This is an optimization exercise on Yosys and OpenROAD, whose aim is small area, a short achievable clock period and few clock cycles per item, not a production implementation.
The RTL was checked by simulation tests, not by an equivalence proof against the original design.
Power and IR drop assume default switching activity.

==> flow/flow/run.sh <==
#!/bin/bash
# Standard ORFS layout with these changes:
#  - flow/fapol.py then picks each full adder's polarity (a full adder is self-dual) and
#    swaps single-output gates for their complements, so that few inverters remain between
#    adders; registers and ports are untouched by both;
#  - flow/decomp.py then rebuilds the full adders on the worst paths (by OpenSTA on the
#    netlist) from two XORs and a majority gate, the latest input through one XOR;
#  - the port buffers are buf_1 (sized up by repair as needed) instead of the delay-cell
#    buffer that buffer_ports picks by default.
set -euo pipefail
R=orfs/results/sky130hd/MatrixMultiplier/base
bash standard.sh synth > standard_synth.log 2>&1
cp $R/1_2_yosys.v yosys_netlist_orig.v
python3 flow/unfactor.py yosys_netlist_orig.v netlist_unfactor.v > unfactor.log 2>&1
python3 flow/fapol.py netlist_unfactor.v netlist_fapol.v > fapol.log 2>&1
python3 flow/decomp.py netlist_fapol.v $R/1_2_yosys.v "$FLOW_HOME/platforms/sky130hd" constraint.sdc 52 > decomp.log 2>&1
rm -f $R/1_synth.odb $R/1_synth.sdc
bash standard.sh synth > standard_synth2.log 2>&1
bash standard.sh "BUFFER_PORTS_ARGS=-buffer_cell sky130_fd_sc_hd__buf_1" finish > standard_finish.log 2>&1
==> flow/flow/decomp.py <==
#!/usr/bin/env python3
"""Rebuild the slowest full adders of a netlist from faster gates.

The sky130 full-adder cell is dense but slow from every input to SUM.  For the adders on
the worst paths (by OpenSTA on the netlist, without wires) this pass builds
SUM = (x ^ y) ^ z and COUT = maj(x, y, z), with z the input that arrives last, so that z
reaches SUM through one XOR.  It repeats while the worst slack improves, up to a limit on
the number of adders rebuilt.  Registers, ports and all other cells are untouched.

usage: decomp.py IN.v OUT.v PLATFORM_DIR SDC [MAX_ADDERS]
"""
import re, sys, subprocess, os, tempfile

inp, outp, plat, sdc = sys.argv[1:5]
lib = plat + '/lib/sky130_fd_sc_hd__tt_025C_1v80.lib'
maxn = int(sys.argv[5]) if len(sys.argv) > 5 else 24
src = open(inp).read()
cell_re = re.compile(r'^(\s*)(sky130_fd_sc_hd__\w+)\s+(\S+)\s*\((.*?)\);\n', re.S | re.M)
pin_re = re.compile(r'\.(\w+)\(\s*(.*?)\s*\)(?=\s*,|\s*$)', re.S)
cells = []
spans = []
for m in cell_re.finditer(src):
    pins = {}
    order = []
    for pm in pin_re.finditer(m.group(4)):
        pins[pm.group(1)] = pm.group(2).strip()
        order.append(pm.group(1))
    cells.append([m.group(2), m.group(3), pins, order])
    spans.append((m.start(), m.end()))
head = src[:spans[0][0]]
tail = src[spans[-1][1]:]
newwires = []

def emit(path):
    out = [head.rstrip('\n') + '\n' + ''.join(f'  wire {w};\n' for w in newwires)]
    for t, n, pins, order in cells:
        body = ',\n'.join(f'    .{p}({pins[p]})' for p in order)
        body = re.sub(r'(\\\S+)\)', r'\1 )', body)
        out.append(f'  {t} {n} (\n{body}\n  );\n')
    out.append(tail)
    open(path, 'w').write(''.join(out))

def esc(n):
    return n if not n.startswith('\\') else n

def sta(path):
    tcl = f'''read_lef {plat}/lef/sky130_fd_sc_hd.tlef
read_lef {plat}/lef/sky130_fd_sc_hd_merged.lef
read_liberty {lib}
read_verilog {path}
link_design MatrixMultiplier
read_sdc {sdc}
puts "WS [worst_slack -max]"
foreach c [get_cells -filter "ref_name =~ sky130_fd_sc_hd__fa_*"] {{
  set nm [get_full_name $c]
  set line "FA $nm"
  foreach p {{A B CIN SUM COUT}} {{
    set pin [get_pins $nm/$p]
    append line " [get_property $pin slack_max] [get_property $pin arrival_max_rise] [get_property $pin arrival_max_fall]"
  }}
  puts $line
}}
'''
    tf = path + '.sta.tcl'
    open(tf, 'w').write(tcl)
    r = subprocess.run(['openroad', '-no_init', '-exit', tf], capture_output=True, text=True)
    log.write(r.stdout + r.stderr)
    ws = None
    fas = {}
    for line in r.stdout.splitlines():
        if line.startswith('WS '):
            ws = float(line.split()[1])
        elif line.startswith('FA '):
            f = line.split()
            name = f[1]
            v = [float(x) for x in f[2:]]
            arr = {p: max(v[3 * k + 1], v[3 * k + 2]) for k, p in enumerate(['A', 'B', 'CIN', 'SUM', 'COUT'])}
            slk = min(v[3 * 3], v[3 * 4])
            fas[name] = (slk, arr)
    return ws, fas

log = open(outp + '.log', 'w')
work = outp + '.tmp.v'
emit(work)
ws, fas = sta(work)
log.write(f'start WS {ws}\n')
print(f'decomp: start worst slack {ws:.3f}', file=sys.stderr)
byname = {c[1]: c for c in cells}
done = 0
k = 0
best = (ws, [list(map(lambda x: x if not isinstance(x, dict) else dict(x), c)) for c in cells], list(newwires))
while done < maxn:
    cand = [(s, n) for n, (s, a) in fas.items() if s < ws + 0.05]
    if not cand:
        break
    cand.sort()
    step = 0
    for s, n in cand:
        if done >= maxn:
            break
        c = byname[n]
        arr = fas[n][1]
        ins = sorted(['A', 'B', 'CIN'], key=lambda p: arr[p])
        x, y, z = (c[2][p] for p in ins)
        s_net, co_net = c[2]['SUM'], c[2]['COUT']
        k += 1
        t = f'_dc_t{k}_'
        newwires.append(t)
        # replace the adder cell in place by three gates
        c[0] = 'sky130_fd_sc_hd__xor2_1'
        c[1] = f'_dc_x{k}_'
        c[2] = {'A': x, 'B': y, 'X': t}
        c[3] = ['A', 'B', 'X']
        cells.append(['sky130_fd_sc_hd__xor2_1', f'_dc_s{k}_', {'A': t, 'B': z, 'X': s_net}, ['A', 'B', 'X']])
        cells.append(['sky130_fd_sc_hd__maj3_1', f'_dc_m{k}_', {'A': x, 'B': z, 'C': y, 'X': co_net}, ['A', 'B', 'C', 'X']])
        del byname[n]
        done += 1
        step += 1
    emit(work)
    ws2, fas2 = sta(work)
    log.write(f'step {step} adders, total {done}: WS {ws2}\n')
    print(f'decomp: {done} adders rebuilt, worst slack {ws2:.3f}', file=sys.stderr)
    if ws2 <= best[0] + 0.005:
        break
    best = (ws2, [[c[0], c[1], dict(c[2]), list(c[3])] for c in cells], list(newwires))
    ws, fas = ws2, fas2
    byname = {c[1]: c for c in cells}
cells = best[1]
newwires = best[2]
emit(outp)
print(f'decomp: kept worst slack {best[0]:.3f}', file=sys.stderr)
os.remove(work)
==> flow/flow/fapol.py <==
#!/usr/bin/env python3
"""Choose the polarity of each full adder in a Yosys netlist so that fewer inverters are needed.

A full adder is self-dual: inverting its three inputs inverts both outputs.  Yosys's
extract_fa picks each adder's polarity from whatever form ABC left the logic in, and puts
an inverter wherever two adders disagree.  This pass flips adders (swapping the nets on
their pins for the opposite-polarity nets) to minimise the inverters, then removes the
inverters left without loads.  Registers, ports and all other cells are untouched.

usage: fapol.py IN.v OUT.v
"""
import re, sys
from collections import defaultdict

src = open(sys.argv[1]).read()
OUTPINS = {'X', 'Y', 'Q', 'Q_N', 'SUM', 'COUT', 'HI', 'LO'}
cell_re = re.compile(r'^(\s*)(sky130_fd_sc_hd__\w+)\s+(\S+)\s*\((.*?)\);\n', re.S | re.M)
pin_re = re.compile(r'\.(\w+)\(\s*(.*?)\s*\)(?=\s*,|\s*$)', re.S)

cells = []   # [type, name, {pin: net}, order]
spans = []
for m in cell_re.finditer(src):
    pins = {}
    order = []
    for pm in pin_re.finditer(m.group(4)):
        pins[pm.group(1)] = pm.group(2).strip()
        order.append(pm.group(1))
    cells.append([m.group(2), m.group(3), pins, order])
    spans.append((m.start(), m.end()))
head = src[:spans[0][0]]
tail = src[spans[-1][1]:]
# port nets
ports = set()
for m in re.finditer(r'^\s*(input|output)\s+(\[(\d+):(\d+)\]\s+)?(\S+);', head, re.M):
    nm = m.group(5)
    if m.group(2):
        hi, lo = int(m.group(3)), int(m.group(4))
        for i in range(min(hi, lo), max(hi, lo) + 1):
            ports.add(f'{nm}[{i}]')
    ports.add(nm)

def is_inv(t): return re.match(r'sky130_fd_sc_hd__(clk)?inv_\d+$', t) is not None
COMP = {}
for a, b in [('nand2', 'and2'), ('nor2', 'or2'), ('nand3', 'and3'), ('nor3', 'or3'),
             ('nand4', 'and4'), ('nor4', 'or4'), ('xor2', 'xnor2'), ('a21oi', 'a21o'),
             ('o21ai', 'o21a'), ('a22oi', 'a22o'), ('o22ai', 'o22a'), ('a211oi', 'a211o'),
             ('o211ai', 'o211a'), ('a31oi', 'a31o'), ('o31ai', 'o31a'), ('a32oi', 'a32o'),
             ('nor2b', 'or2b'), ('nand2b', 'and2b'), ('xor3', 'xnor3')]:
    COMP[a] = b
    COMP[b] = a
def outpin(base):
    if base in ('xor2', 'xor3'):
        return 'X'
    if base in ('xnor2', 'xnor3'):
        return 'X' if base == 'xnor3' else 'Y'
    return 'Y' if (base.endswith('i') or base.startswith('n')) else 'X'
def swappable(t):
    m = re.match(r'sky130_fd_sc_hd__(\w+?)_(\d+)$', t)
    return m is not None and m.group(1) in COMP
def is_fa(t): return re.match(r'sky130_fd_sc_hd__fa_\d+$', t) is not None

driver = {}
for ci, (t, n, pins, _) in enumerate(cells):
    for p, net in pins.items():
        if p in OUTPINS:
            driver[net] = (ci, p)

def root(net):
    par = 0
    chain = [(net, 0)]
    while net in driver and is_inv(cells[driver[net][0]][0]):
        net = cells[driver[net][0]][2]['A']
        par ^= 1
        chain.append((net, par))
    return net, par

# consumers: (ci, pin) of non-inverter cells
roots = {}
cons = defaultdict(list)   # root -> [(ci, pin, parity)]
chainnets = defaultdict(dict)  # root -> {net: parity}
for ci, (t, n, pins, _) in enumerate(cells):
    for p, net in pins.items():
        if p in OUTPINS:
            continue
        r, par = root(net)
        if is_inv(t):
            continue
        cons[r].append((ci, p, par))
for net in list(driver.keys()) + list(ports):
    r, par = root(net)
    chainnets[r][net] = par
for r in list(cons.keys()):
    chainnets[r][r] = 0

# frozen roots: chain touches a port, or root not driven by a cell
frozen = set()
for r, nets in chainnets.items():
    if r not in driver or any(x in ports for x in nets):
        frozen.add(r)

fas = [ci for ci, c in enumerate(cells) if is_fa(c[0])]
flip = {ci: 0 for ci in fas}
for r in frozen:
    if r in driver and driver[r][0] in flip:
        del flip[driver[r][0]]   # its output polarity is pinned

def produced(r):
    if r in driver and driver[r][0] in flip:
        return flip[driver[r][0]]
    return 0

def root_cost(r):
    needs = set()
    for ci, p, par in cons[r]:
        q = par ^ (flip.get(ci, 0))
        # stored parity par is relative to the original netlist, where r carries r^0
        needs.add(q)
    if r in frozen:
        have = set(chainnets[r].values())
        return len(needs - have) + sum(1 for x, v in chainnets[r].items() if v == 1 and x != r)
    if r in driver and swappable(cells[driver[r][0]][0]) and r not in ports:
        return 1 if len(needs) > 1 else 0
    P = produced(r)
    return 1 if (needs - {P}) else 0

rootset = set(cons.keys()) | set(chainnets.keys())
def total():
    return sum(root_cost(r) for r in rootset)

# roots each FA touches
touch = defaultdict(set)
for r in rootset:
    for ci, p, par in cons[r]:
        if ci in flip:
            touch[ci].add(r)
    if r in driver and driver[r][0] in flip:
        touch[driver[r][0]].add(r)

before = total()
# start from a 2-colouring of the adder-to-adder connections: flip[X] ^ flip[Y] should equal
# the parity of the inverter chain between them (then that link needs no inverter)
adj = defaultdict(list)
for r in rootset:
    if r in driver and driver[r][0] in flip:
        x = driver[r][0]
        for ci, p, par in cons[r]:
            if ci in flip:
                adj[x].append((ci, par))
                adj[ci].append((x, par))
seen = {}
comps = []
for s0 in flip:
    if s0 in seen:
        continue
    seen[s0] = 0
    comp = [s0]
    stack = [s0]
    while stack:
        x = stack.pop()
        for y, par in adj[x]:
            if y not in seen:
                seen[y] = seen[x] ^ par
                comp.append(y)
                stack.append(y)
    comps.append(comp)
for comp in comps:
    best = None
    for g in (0, 1):
        for x in comp:
            flip[x] = seen[x] ^ g
        c = total()
        if best is None or c < best[0]:
            best = (c, g)
    for x in comp:
        flip[x] = seen[x] ^ best[1]
improved = True
while improved:
    improved = False
    for ci in flip:
        rs = touch[ci]
        c0 = sum(root_cost(r) for r in rs)
        flip[ci] ^= 1
        c1 = sum(root_cost(r) for r in rs)
        if c1 < c0:
            improved = True
        else:
            flip[ci] ^= 1
after = total()

# rewrite
newcells = []
swapped = [0]
ninv = [0]
invnet = {}
def get_inv(net):
    if net not in invnet:
        ninv[0] += 1
        nn = f'_fapol_n{ninv[0]}_'
        newcells.append(['sky130_fd_sc_hd__inv_1', f'_fapol_i{ninv[0]}_', {'A': net, 'Y': nn}, ['A', 'Y']])
        invnet[net] = nn
    return invnet[net]

for r in rootset:
    if r in frozen:
        have = {}
        for x, v in chainnets[r].items():
            have.setdefault(v, x)
        for ci, p, par in cons[r]:
            q = par ^ flip.get(ci, 0)
            if q in have:
                cells[ci][2][p] = have[q]
            else:
                cells[ci][2][p] = get_inv(have[1 - q])
        continue
    P = produced(r)
    needs = set(par ^ flip.get(ci, 0) for ci, p, par in cons[r])
    if r in driver and swappable(cells[driver[r][0]][0]) and needs == {1}:
        dc = cells[driver[r][0]]
        m = re.match(r'sky130_fd_sc_hd__(\w+?)_(\d+)$', dc[0])
        base = m.group(1); nb = COMP[base]
        op, np_ = outpin(base), outpin(nb)
        assert dc[2][op] == r
        dc[0] = f'sky130_fd_sc_hd__{nb}_1'
        del dc[2][op]; dc[2][np_] = r
        dc[3] = [np_ if x == op else x for x in dc[3]]
        swapped[0] += 1
        P = 1
    for ci, p, par in cons[r]:
        q = par ^ flip.get(ci, 0)
        cells[ci][2][p] = r if q == P else get_inv(r)

# drop inverters without loads (repeat for chains)
used = defaultdict(int)
allcells = cells + newcells
dead = set()
while True:
    used = defaultdict(int)
    for k, c in enumerate(allcells):
        if k in dead:
            continue
        for p, net in c[2].items():
            if p not in OUTPINS:
                used[net] += 1
    more = False
    for k, c in enumerate(allcells):
        if k in dead or not is_inv(c[0]):
            continue
        y = c[2]['Y']
        if used[y] == 0 and y not in ports:
            dead.add(k); more = True
    if not more:
        break

kept_inv = sum(1 for k, c in enumerate(allcells) if k not in dead and is_inv(c[0]))
orig_inv = sum(1 for c in cells if is_inv(c[0]))
out = [head]
decl = ''.join(f'  wire {nn};\n' for nn in invnet.values())
out[0] = head.rstrip('\n') + '\n' + decl if decl else head
for k, (t, n, pins, order) in enumerate(allcells):
    if k in dead:
        continue
    body = ',\n'.join(f'    .{p}({pins[p]})' for p in order)
    # keep a space after escaped identifiers
    body = re.sub(r'(\\\S+)\)', r'\1 )', body)
    out.append(f'  {t} {n} (\n{body}\n  );\n')
out.append(tail)
open(sys.argv[2], 'w').write(''.join(out))
print(f'fapol: {len(fas)} full adders, {sum(flip.values())} flipped, {swapped[0]} gates swapped; inverters {orig_inv} -> {kept_inv} (cost {before} -> {after})', file=sys.stderr)
==> flow/flow/unfactor.py <==
#!/usr/bin/env python3
"""Fold the gating of an input port into the gates that use it.

ABC shares the hold gating of each operand bit (g = a & ~hold) between the eight
partial-product gates that use it, which puts a gate with eight loads between the input
port and the adder tree.  This pass gives each partial-product gate the gating input
itself (g & b becomes and3(a, b, en); ~(g & b) becomes nand3(a, b, en)), with en = ~hold
from one new inverter, and removes the shared gates.  Registers and ports are untouched.

usage: unfactor.py IN.v OUT.v
"""
import re, sys
from collections import defaultdict

src = open(sys.argv[1]).read()
OUTPINS = {'X', 'Y', 'Q', 'Q_N', 'SUM', 'COUT', 'HI', 'LO'}
cell_re = re.compile(r'^(\s*)(sky130_fd_sc_hd__\w+)\s+(\S+)\s*\((.*?)\);\n', re.S | re.M)
pin_re = re.compile(r'\.(\w+)\(\s*(.*?)\s*\)(?=\s*,|\s*$)', re.S)
cells = []
spans = []
for m in cell_re.finditer(src):
    pins = {}
    order = []
    for pm in pin_re.finditer(m.group(4)):
        pins[pm.group(1)] = pm.group(2).strip()
        order.append(pm.group(1))
    cells.append([m.group(2), m.group(3), pins, order])
    spans.append((m.start(), m.end()))
head = src[:spans[0][0]]
tail = src[spans[-1][1]:]
inputs = set()
for m in re.finditer(r'^\s*input\s+(\[(\d+):(\d+)\]\s+)?(\S+);', head, re.M):
    nm = m.group(4)
    if m.group(1):
        for i in range(min(int(m.group(2)), int(m.group(3))), max(int(m.group(2)), int(m.group(3))) + 1):
            inputs.add(f'{nm}[{i}]')
    else:
        inputs.add(nm)

def base(t):
    return re.match(r'sky130_fd_sc_hd__(\w+?)_(\d+)$', t).group(1)

loads = defaultdict(list)
for ci, c in enumerate(cells):
    for p, n in c[2].items():
        if p not in OUTPINS:
            loads[n].append((ci, p))

dead = set()
newcells = []
newwires = []
en_of = {}   # hold net -> en net
folded = 0
for gi, g in enumerate(cells):
    if base(g[0]) != 'nor2b':
        continue
    h, a = g[2]['A'], g[2]['B_N']        # Y = ~h & a
    if a not in inputs:
        continue
    y = g[2]['Y']
    ls = loads[y]
    bufs = []
    # look through buffers ABC put after the shared gate
    while len(ls) == 1 and re.match(r'(clk)?buf$', base(cells[ls[0][0]][0])):
        bufs.append(ls[0][0])
        ls = loads[cells[ls[0][0]][2]['X']]
    if not ls or any(base(cells[ci][0]) not in ('and2', 'nand2') for ci, p in ls):
        continue
    if h not in en_of:
        en = f'_unf_en{len(en_of)}_'
        newwires.append(en)
        newcells.append(['sky130_fd_sc_hd__inv_1', f'_unf_i{len(en_of)}_', {'A': h, 'Y': en}, ['A', 'Y']])
        en_of[h] = en
    en = en_of[h]
    for ci, p in ls:
        c = cells[ci]
        other = c[2]['B' if p == 'A' else 'A']
        if base(c[0]) == 'and2':
            c[0] = 'sky130_fd_sc_hd__and3_1'
            c[2] = {'A': a, 'B': other, 'C': en, 'X': c[2]['X']}
            c[3] = ['A', 'B', 'C', 'X']
        else:
            c[0] = 'sky130_fd_sc_hd__nand3_1'
            c[2] = {'A': a, 'B': other, 'C': en, 'Y': c[2]['Y']}
            c[3] = ['A', 'B', 'C', 'Y']
        folded += 1
    dead.add(gi)
    dead.update(bufs)

out = [head.rstrip('\n') + '\n' + ''.join(f'  wire {w};\n' for w in newwires)]
for k, (t, n, pins, order) in enumerate(cells + newcells):
    if k in dead:
        continue
    body = ',\n'.join(f'    .{p}({pins[p]})' for p in order)
    body = re.sub(r'(\\\S+)\)', r'\1 )', body)
    out.append(f'  {t} {n} (\n{body}\n  );\n')
out.append(tail)
open(sys.argv[2], 'w').write(''.join(out))
print(f'unfactor: {len(dead)} shared gating gates removed, {folded} gates given the gating input', file=sys.stderr)
==> flow/standard.sh <==
#!/bin/bash
# synth_recipe.tcl (not shown) runs the flow's synth.tcl, then flattens the netlist and writes it again
# the make line also repeats each setting of config.mk as NAME=value (left out here)
make -C /OpenROAD-flow-scripts/flow DESIGN_CONFIG=/design/flow/config.mk WORK_HOME=/design/flow/orfs CLKGATE_MAP_FILE= SYNTH_SCRIPT=/design/flow/synth_recipe.tcl "${@:-finish}"
==> flow/config.mk <==
export PLATFORM = sky130hd
export DESIGN_NAME = MatrixMultiplier
export DESIGN_NICKNAME = MatrixMultiplier
export VERILOG_FILES = /design/flow/design.v
export SDC_FILE = /design/flow/constraint.sdc
export NUM_CORES = 4
export LEC_CHECK = 0
export CAP_MARGIN = 20
export CORE_MARGIN = 2
export CORE_UTILIZATION = 70
export SETUP_SLACK_MARGIN = 2.0
export SLEW_MARGIN = 20
export TNS_END_PERCENT = 20
==> flow/constraint.sdc <==
create_clock -name core_clock -period 5.5 [get_ports {CLK}]
set_input_delay 1.1000 -clock core_clock [delete_from_list [all_inputs] [get_ports {CLK}]]
set_output_delay 1.1000 -clock core_clock [all_outputs]
set_load 0.01 [all_outputs]
==> flow/design.v <==
module FSM(
    input  wire CLK,
    input  wire NRST,
    input  wire START,
    output reg  RUN,      
    output reg  DONE,     
    output wire IDLE
);
assign IDLE = ~RUN;
always @(posedge CLK or negedge NRST) begin
    if (!NRST) begin
        RUN  <= 1'b0;
        DONE <= 1'b0;
    end else begin
        RUN  <= RUN | START;
        DONE <= RUN;
    end
end
endmodule
module Multiplier(
    input  wire [7:0]  A,
    input  wire [7:0]  B,
    output wire [15:0] P
);
assign P = $signed(A) * $signed(B);
endmodule
module Accumulator(
    input  wire         CLK,
    input  wire         CLR,     
    input  wire         HOLD,    
    input  wire [7:0]   A,
    input  wire [7:0]   B,
    output wire [16:0]  OUT
);
wire [16:0] OUTv;
wire [7:0] Ag = A & {8{~HOLD}};
wire EN = ~HOLD;
reg st_0_0;
reg st_0_1;
reg st_1_0;
reg st_2_0;
reg st_3_0;
reg st_4_0;
reg st_5_0;
reg st_5_1;
reg st_6_0;
reg st_6_1;
reg st_7_0;
reg st_7_1;
reg st_8_0;
reg st_8_1;
reg st_9_0;
reg st_9_1;
reg st_10_0;
reg st_10_1;
reg st_11_0;
reg st_11_1;
reg st_12_0;
reg st_12_1;
reg st_13_0;
reg st_13_1;
reg st_14_0;
reg st_14_1;
reg st_15_0;
reg st_16_0;
wire pp_0_0 = (Ag[0] & B[0]);
wire pp_0_1 = (Ag[0] & B[1]);
wire pp_0_2 = (Ag[0] & B[2]);
wire pp_0_3 = (Ag[0] & B[3]);
wire pp_0_4 = (Ag[0] & B[4]);
wire pp_0_5 = (Ag[0] & B[5]);
wire pp_0_6 = (Ag[0] & B[6]);
wire pp_0_7 = ~(Ag[0] & B[7]);
wire pp_1_0 = (Ag[1] & B[0]);
wire pp_1_1 = (Ag[1] & B[1]);
wire pp_1_2 = (Ag[1] & B[2]);
wire pp_1_3 = (Ag[1] & B[3]);
wire pp_1_4 = (Ag[1] & B[4]);
wire pp_1_5 = (Ag[1] & B[5]);
wire pp_1_6 = (Ag[1] & B[6]);
wire pp_1_7 = ~(Ag[1] & B[7]);
wire pp_2_0 = (Ag[2] & B[0]);
wire pp_2_1 = (Ag[2] & B[1]);
wire pp_2_2 = (Ag[2] & B[2]);
wire pp_2_3 = (Ag[2] & B[3]);
wire pp_2_4 = (Ag[2] & B[4]);
wire pp_2_5 = (Ag[2] & B[5]);
wire pp_2_6 = (Ag[2] & B[6]);
wire pp_2_7 = ~(Ag[2] & B[7]);
wire pp_3_0 = (Ag[3] & B[0]);
wire pp_3_1 = (Ag[3] & B[1]);
wire pp_3_2 = (Ag[3] & B[2]);
wire pp_3_3 = (Ag[3] & B[3]);
wire pp_3_4 = (Ag[3] & B[4]);
wire pp_3_5 = (Ag[3] & B[5]);
wire pp_3_6 = (Ag[3] & B[6]);
wire pp_3_7 = ~(Ag[3] & B[7]);
wire pp_4_0 = (Ag[4] & B[0]);
wire pp_4_1 = (Ag[4] & B[1]);
wire pp_4_2 = (Ag[4] & B[2]);
wire pp_4_3 = (Ag[4] & B[3]);
wire pp_4_4 = (Ag[4] & B[4]);
wire pp_4_5 = (Ag[4] & B[5]);
wire pp_4_6 = (Ag[4] & B[6]);
wire pp_4_7 = ~(Ag[4] & B[7]);
wire pp_5_0 = (Ag[5] & B[0]);
wire pp_5_1 = (Ag[5] & B[1]);
wire pp_5_2 = (Ag[5] & B[2]);
wire pp_5_3 = (Ag[5] & B[3]);
wire pp_5_4 = (Ag[5] & B[4]);
wire pp_5_5 = (Ag[5] & B[5]);
wire pp_5_6 = (Ag[5] & B[6]);
wire pp_5_7 = ~(Ag[5] & B[7]);
wire pp_6_0 = (Ag[6] & B[0]);
wire pp_6_1 = (Ag[6] & B[1]);
wire pp_6_2 = (Ag[6] & B[2]);
wire pp_6_3 = (Ag[6] & B[3]);
wire pp_6_4 = (Ag[6] & B[4]);
wire pp_6_5 = (Ag[6] & B[5]);
wire pp_6_6 = (Ag[6] & B[6]);
wire pp_6_7 = ~(Ag[6] & B[7]);
wire pp_7_0 = ~(Ag[7] & B[0]);
wire pp_7_1 = ~(Ag[7] & B[1]);
wire pp_7_2 = ~(Ag[7] & B[2]);
wire pp_7_3 = ~(Ag[7] & B[3]);
wire pp_7_4 = ~(Ag[7] & B[4]);
wire pp_7_5 = ~(Ag[7] & B[5]);
wire pp_7_6 = ~(Ag[7] & B[6]);
wire pp_7_7 = (Ag[7] & B[7]);
wire sg_0 = OUTv[0] & ~CLR;
wire sg_1 = OUTv[1] & ~CLR;
wire sg_2 = OUTv[2] & ~CLR;
wire sg_3 = OUTv[3] & ~CLR;
wire sg_4 = OUTv[4] & ~CLR;
wire sg_5 = OUTv[5] & ~CLR;
wire sg_6 = OUTv[6] & ~CLR;
wire sg_7 = OUTv[7] & ~CLR;
wire sg_8 = OUTv[8] & ~CLR;
wire sg_9 = OUTv[9] & ~CLR;
wire sg_10 = OUTv[10] & ~CLR;
wire sg_11 = OUTv[11] & ~CLR;
wire sg_12 = OUTv[12] & ~CLR;
wire sg_13 = OUTv[13] & ~CLR;
wire sg_14 = OUTv[14] & ~CLR;
wire sg_15 = OUTv[15] & ~CLR;
wire sg_16 = OUTv[16] & ~CLR;
wire s1 = sg_1 ^ pp_0_1 ^ pp_1_0;
wire c2 = (sg_1 & pp_0_1) | (sg_1 & pp_1_0) | (pp_0_1 & pp_1_0);
wire s3 = sg_2 ^ pp_0_2 ^ pp_1_1;
wire c4 = (sg_2 & pp_0_2) | (sg_2 & pp_1_1) | (pp_0_2 & pp_1_1);
wire s5 = pp_2_0 ^ c2 ^ s3;
wire c6 = (pp_2_0 & c2) | (pp_2_0 & s3) | (c2 & s3);
wire s7 = sg_3 ^ pp_0_3 ^ pp_1_2;
wire c8 = (sg_3 & pp_0_3) | (sg_3 & pp_1_2) | (pp_0_3 & pp_1_2);
wire s9 = pp_2_1 ^ pp_3_0 ^ c4;
wire c10 = (pp_2_1 & pp_3_0) | (pp_2_1 & c4) | (pp_3_0 & c4);
wire s11 = s7 ^ c6 ^ s9;
wire c12 = (s7 & c6) | (s7 & s9) | (c6 & s9);
wire s13 = sg_4 ^ pp_0_4 ^ pp_1_3;
wire c14 = (sg_4 & pp_0_4) | (sg_4 & pp_1_3) | (pp_0_4 & pp_1_3);
wire s15 = pp_2_2 ^ pp_3_1 ^ pp_4_0;
wire c16 = (pp_2_2 & pp_3_1) | (pp_2_2 & pp_4_0) | (pp_3_1 & pp_4_0);
wire s17 = c8 ^ s13 ^ s15;
wire c18 = (c8 & s13) | (c8 & s15) | (s13 & s15);
wire s19 = c10 ^ s17 ^ c12;
wire c20 = (c10 & s17) | (c10 & c12) | (s17 & c12);
wire s21 = sg_5 ^ pp_0_5 ^ pp_1_4;
wire c22 = (sg_5 & pp_0_5) | (sg_5 & pp_1_4) | (pp_0_5 & pp_1_4);
wire s23 = pp_2_3 ^ pp_3_2 ^ pp_4_1;
wire c24 = (pp_2_3 & pp_3_2) | (pp_2_3 & pp_4_1) | (pp_3_2 & pp_4_1);
wire s25 = pp_5_0 ^ c14 ^ c16;
wire c26 = (pp_5_0 & c14) | (pp_5_0 & c16) | (c14 & c16);
wire s27 = s21 ^ s23 ^ c18;
wire c28 = (s21 & s23) | (s21 & c18) | (s23 & c18);
wire s29 = s25 ^ s27;
wire c30 = s25 & s27;
wire s31 = sg_6 ^ pp_0_6 ^ pp_1_5;
wire c32 = (sg_6 & pp_0_6) | (sg_6 & pp_1_5) | (pp_0_6 & pp_1_5);
wire s33 = pp_2_4 ^ pp_3_3 ^ pp_4_2;
wire c34 = (pp_2_4 & pp_3_3) | (pp_2_4 & pp_4_2) | (pp_3_3 & pp_4_2);
wire s35 = pp_5_1 ^ pp_6_0 ^ c22;
wire c36 = (pp_5_1 & pp_6_0) | (pp_5_1 & c22) | (pp_6_0 & c22);
wire s37 = c24 ^ s31 ^ s33;
wire c38 = (c24 & s31) | (c24 & s33) | (s31 & s33);
wire s39 = c26 ^ s35 ^ s37;
wire c40 = (c26 & s35) | (c26 & s37) | (s35 & s37);
wire s41 = c28 ^ s39;
wire c42 = c28 & s39;
wire s43 = pp_0_7 ^ pp_1_6 ^ pp_2_5;
wire c44 = (pp_0_7 & pp_1_6) | (pp_0_7 & pp_2_5) | (pp_1_6 & pp_2_5);
wire s45 = pp_3_4 ^ pp_4_3 ^ pp_5_2;
wire c46 = (pp_3_4 & pp_4_3) | (pp_3_4 & pp_5_2) | (pp_4_3 & pp_5_2);
wire s47 = pp_6_1 ^ pp_7_0 ^ sg_7;
wire c48 = (pp_6_1 & pp_7_0) | (pp_6_1 & sg_7) | (pp_7_0 & sg_7);
wire s49 = c32 ^ c34 ^ s43;
wire c50 = (c32 & c34) | (c32 & s43) | (c34 & s43);
wire s51 = s45 ^ s47 ^ c36;
wire c52 = (s45 & s47) | (s45 & c36) | (s47 & c36);
wire s53 = c38 ^ s49 ^ s51;
wire c54 = (c38 & s49) | (c38 & s51) | (s49 & s51);
wire s55 = c40 ^ c42;
wire c56 = c40 & c42;
wire s57 = 1'b1 ^ pp_1_7 ^ pp_2_6;
wire c58 = (1'b1 & pp_1_7) | (1'b1 & pp_2_6) | (pp_1_7 & pp_2_6);
wire s59 = pp_3_5 ^ pp_4_4 ^ pp_5_3;
wire c60 = (pp_3_5 & pp_4_4) | (pp_3_5 & pp_5_3) | (pp_4_4 & pp_5_3);
wire s61 = pp_6_2 ^ pp_7_1 ^ sg_8;
wire c62 = (pp_6_2 & pp_7_1) | (pp_6_2 & sg_8) | (pp_7_1 & sg_8);
wire s63 = c44 ^ c46 ^ s57;
wire c64 = (c44 & c46) | (c44 & s57) | (c46 & s57);
wire s65 = s59 ^ c48 ^ s61;
wire c66 = (s59 & c48) | (s59 & s61) | (c48 & s61);
wire s67 = c50 ^ s63 ^ s65;
wire c68 = (c50 & s63) | (c50 & s65) | (s63 & s65);
wire s69 = c52 ^ c54 ^ s67;
wire c70 = (c52 & c54) | (c52 & s67) | (c54 & s67);
wire s71 = pp_2_7 ^ pp_3_6 ^ pp_4_5;
wire c72 = (pp_2_7 & pp_3_6) | (pp_2_7 & pp_4_5) | (pp_3_6 & pp_4_5);
wire s73 = pp_5_4 ^ pp_6_3 ^ pp_7_2;
wire c74 = (pp_5_4 & pp_6_3) | (pp_5_4 & pp_7_2) | (pp_6_3 & pp_7_2);
wire s75 = sg_9 ^ c58 ^ c60;
wire c76 = (sg_9 & c58) | (sg_9 & c60) | (c58 & c60);
wire s77 = s71 ^ s73 ^ c62;
wire c78 = (s71 & s73) | (s71 & c62) | (s73 & c62);
wire s79 = c64 ^ s75 ^ c66;
wire c80 = (c64 & s75) | (c64 & c66) | (s75 & c66);
wire s81 = s77 ^ c68 ^ s79;
wire c82 = (s77 & c68) | (s77 & s79) | (c68 & s79);
wire s83 = pp_3_7 ^ pp_4_6 ^ pp_5_5;
wire c84 = (pp_3_7 & pp_4_6) | (pp_3_7 & pp_5_5) | (pp_4_6 & pp_5_5);
wire s85 = pp_6_4 ^ pp_7_3 ^ sg_10;
wire c86 = (pp_6_4 & pp_7_3) | (pp_6_4 & sg_10) | (pp_7_3 & sg_10);
wire s87 = c72 ^ c74 ^ s83;
wire c88 = (c72 & c74) | (c72 & s83) | (c74 & s83);
wire s89 = s85 ^ c76 ^ c78;
wire c90 = (s85 & c76) | (s85 & c78) | (c76 & c78);
wire s91 = s87 ^ c80 ^ s89;
wire c92 = (s87 & c80) | (s87 & s89) | (c80 & s89);
wire s93 = pp_4_7 ^ pp_5_6 ^ pp_6_5;
wire c94 = (pp_4_7 & pp_5_6) | (pp_4_7 & pp_6_5) | (pp_5_6 & pp_6_5);
wire s95 = pp_7_4 ^ sg_11 ^ c84;
wire c96 = (pp_7_4 & sg_11) | (pp_7_4 & c84) | (sg_11 & c84);
wire s97 = s93 ^ c86 ^ c88;
wire c98 = (s93 & c86) | (s93 & c88) | (c86 & c88);
wire s99 = s95 ^ c90 ^ s97;
wire c100 = (s95 & c90) | (s95 & s97) | (c90 & s97);
wire s101 = pp_5_7 ^ pp_6_6 ^ pp_7_5;
wire c102 = (pp_5_7 & pp_6_6) | (pp_5_7 & pp_7_5) | (pp_6_6 & pp_7_5);
wire s103 = sg_12 ^ c94 ^ s101;
wire c104 = (sg_12 & c94) | (sg_12 & s101) | (c94 & s101);
wire s105 = c96 ^ s103 ^ c98;
wire c106 = (c96 & s103) | (c96 & c98) | (s103 & c98);
wire s107 = pp_6_7 ^ pp_7_6 ^ sg_13;
wire c108 = (pp_6_7 & pp_7_6) | (pp_6_7 & sg_13) | (pp_7_6 & sg_13);
wire s109 = c102 ^ s107 ^ c104;
wire c110 = (c102 & s107) | (c102 & c104) | (s107 & c104);
wire s111 = pp_7_7 ^ sg_14 ^ c108;
wire c112 = (pp_7_7 & sg_14) | (pp_7_7 & c108) | (sg_14 & c108);
wire s113 = 1'b1 ^ sg_15 ^ c112;
wire c114 = (1'b1 & sg_15) | (1'b1 & c112) | (sg_15 & c112);
wire s115 = 1'b1 ^ sg_16 ^ c114;
wire c116 = (1'b1 & sg_16) | (1'b1 & c114) | (sg_16 & c114);
always @(posedge CLK) begin
    st_0_0 <= sg_0;
    st_0_1 <= pp_0_0;
    st_1_0 <= s1;
    st_2_0 <= s5;
    st_3_0 <= s11;
    st_4_0 <= s19;
    st_5_0 <= c20;
    st_5_1 <= s29;
    st_6_0 <= c30;
    st_6_1 <= s41;
    st_7_0 <= s53;
    st_7_1 <= s55;
    st_8_0 <= c56;
    st_8_1 <= s69;
    st_9_0 <= c70;
    st_9_1 <= s81;
    st_10_0 <= c82;
    st_10_1 <= s91;
    st_11_0 <= c92;
    st_11_1 <= s99;
    st_12_0 <= c100;
    st_12_1 <= s105;
    st_13_0 <= s109;
    st_13_1 <= c106;
    st_14_0 <= s111;
    st_14_1 <= c110;
    st_15_0 <= s113;
    st_16_0 <= s115;
end
wire [16:0] r0 = {st_16_0, st_15_0, st_14_0, st_13_0, st_12_0, st_11_0, st_10_0, st_9_0, st_8_0, st_7_0, st_6_0, st_5_0, st_4_0, st_3_0, st_2_0, st_1_0, st_0_0};
wire [16:0] r1 = {1'b0, 1'b0, st_14_1, st_13_1, st_12_1, st_11_1, st_10_1, st_9_1, st_8_1, st_7_1, st_6_1, st_5_1, 1'b0, 1'b0, 1'b0, 1'b0, st_0_1};
wire [16:0] r2 = {1'b0, 1'b0, 1'b0, 1'b0, 1'b0, 1'b0, 1'b0, 1'b0, 1'b0, 1'b0, 1'b0, 1'b0, 1'b0, 1'b0, 1'b0, 1'b0, 1'b0};
assign OUTv = r0 + r1;
assign OUT = OUTv;
endmodule
module MatrixMultiplier(
input   wire            CLK,
input   wire            NRST,  
input   wire            START,
input   wire    [7:0]   A,
input   wire    [7:0]   B,
output  wire    [16:0]  OUT,
output  wire            OUT_STROBE
);
wire run, done, idle;
FSM U1(.CLK(CLK), .NRST(NRST), .START(START), .RUN(run), .DONE(done), .IDLE(idle));
Accumulator U3(.CLK(CLK), .CLR(idle), .HOLD(done), .A(A), .B(B), .OUT(OUT));
assign OUT_STROBE = done;
endmodule
==> summary.txt <==
power groups by stage:
stage	Sequential [mW]	Clock, mW	Combinational, mW
after global placement	0.373	0	1.37
after detailed placement	0.375	0	1.41
after floorplan	0.363	0	1.12
after CTS	0.371	0.187	1.43
after global routing	0.380	0.196	1.60
final	0.371	0.185	1.43
metal layers:
layer	GRT usage, %	vias to the layer above	part of all wire [%]
met4	8.39	0	1.4
met2	47.9	63	48
met3	3.52	10	3.7
met5	0	-	0
met1	40.4	1180	47
li1	-	1247	-
stage by stage:
step / std cells / power, mW / util, %
global route: 427 / 2.17 / 79.3
CTS: 427 / 1.99 / 79.3
global placement: 419 / 1.74 / 77.1
floorplan: 335 / 1.49 / -
finish: 427 / 1.98 / 79.3
detailed placement: 419 / 1.79 / 77.1
worst max-delay path: cells and delay by family (launching register included):
family / cells / cell delay (ns)
AO/OA/AOI/OAI: 4 / 0.91
adder cells (fa/ha/maj): 1 / 0.34
flip-flops: 1 / 0.30
XOR/XNOR: 1 / 0.17
buffers and inverters: 1 / 0.17
area by class of cell:
class	instances	area, sq um
fill	329	902
clock inverter	2	12.5
sequential	30	611
tap	52	65.1
clock buffer	6	82.6
inverter	9	33.8
multi-input combinational	291	2500
timing repair buffer	37	143
worst paths after layout:
| kind | to | startpoint | cells past startpoint | slack [ns] |
|---|---|---|---|---|
| max | OUT[14] | U3.st_6_1 | 7 | 2.23 |
| min | U1.RUN | NRST | 1 | 0.59 |
| max reg2reg | U3.st_9_0 | U3.st_6_1 | 10 | 2.34 |
| min reg2reg | U3.st_0_0 | U3.st_0_0 | 2 | 0.61 |
| max in group asynchronous | U1.DONE | NRST | 1 | 4.79 |
| min in group core_clock | U3.st_0_0 | U3.st_0_0 | 2 | 0.61 |
==> out/results.tsv <==
metric	value	unit
setup-tns-final	0	ns
portBuffers	36	
finalHoldViolCount	0	
yosys_warnings	2	
fmax	0.306	GHz
final_common_cell	xor2_1	
wirelength	6910	um
leakage	1.74	nW
endpoint_kind	primary output	
outcome	timing/DRC/antenna clean	
crit_fanout	3	
die_width	71.4	um
hold_path.class	primary input to asynchronous set/reset pin	
rows	24	
worstMarginPinSlew	0.537	ns
synthToLayoutAreaGrowth	8.54	%
max_slew_margin	64.2	%
setup_viol	0	
final_area	3450	sq um
layout_common_cells	xor2_1, and3_1, maj3_1, buf_1, dfxtp_1	
ant_nets	0	
grt_pass1_wl	11600	um
cts_resized	0	
grt_start_max_net_pins	65	
vias	2500	
rsz0062_at_grt	no	
synthesis.area	3180	sq um
gr-total-overflow	0	
post_cts_buffers	0	
critPathArrivalTime	2.17	ns
placed_area	3360	sq um
drt_iter0_markers	124	
clockRootBuffer	clkbuf_8	
htree_levels	2	
path_class	flop to primary output	
netSwitchingFraction	47.3	%
drcViolationCount	0	
crit_chain	ha_1, a21oi_1, o221a_4, o21ai_2, a221oi_2, xnor2_1, buf_1	
grt_pass1_vias	2465	
grt_usage	29.1	%
ir_drop	0.272	mV
drv_slew	0	
powerDensity	574	nW/um^2
p_clk_share	9.3	%
synthesis.nets	388	
switchingPower	937	uW
die_area	5100	sq um
initial_core_util	73.0	%
antenna_found_initial	0	
maxCapViolCount	0	
io_pins	37	
viasPerCell	5.85	
critPathMaxStageDelay	0.34	ns
final_nets	427	
min_period_over_period	59.5	%
gp_congestion	0.928	
p_int	1.04	mW
syn_inst	335	
worst_slack	2.23	ns
firstDrtPassIters	5	
worst_path_max_delay_cell	ha_1	
clock_path_buffers	2	
hold_slack	0.588	ns
n_antenna_cell	0	
cts_tree	yes	
pwr-share-comb	71.9	%
clock_latency	0.28	ns
dp_hpwl	5430	um
die_y	71.4	um
path_clk_slew	0.06	ns
drive_gt1_share	4.53	%
syn_avg_cell_area	9.49	sq um
ctsHoldBuffers	0	
finalCriticalPeriod	3.27	ns
cts_buffers	5	
worstPathRequired	4.40	ns
seq_power_share	18.7	%
startpoint_type	flop	
wire_per_inst	16.2	um
pre_cts_ws	2.16	ns
skew	0.00270	ns
clock_sinks	30	
core_area	4350	sq um
Testbench counts, summed over its fixed seeds: cycles 4,800, items 2,400.

## what the ideal ports hide
The flow's constraints put no driver on any port. The routed layout listed below was extracted and timed again, unchanged, in two steps.
Step 1, drivers: a clkbuf_16 drives CLK and a buf_2 each remaining input, both assumed.
Step 2, shift: input delay + t, output delay - t, t = (earliest + latest rising clock arrival at the registers) / 2. This alone moves slack from input paths to output paths.
Three values: ideal, step 1, step 2; two values: the first two.
t, ns: 0.309
setup slack, ns: 2.227 / 2.201 / 2.145
hold slack, ns: 0.588 / 0.589 / 0.605
cell pins on the clock port's net: 1
After both steps this run still meets setup and hold. The setup slack of this run moves by -0.026 ns with the drivers and by -0.082 ns with both steps.
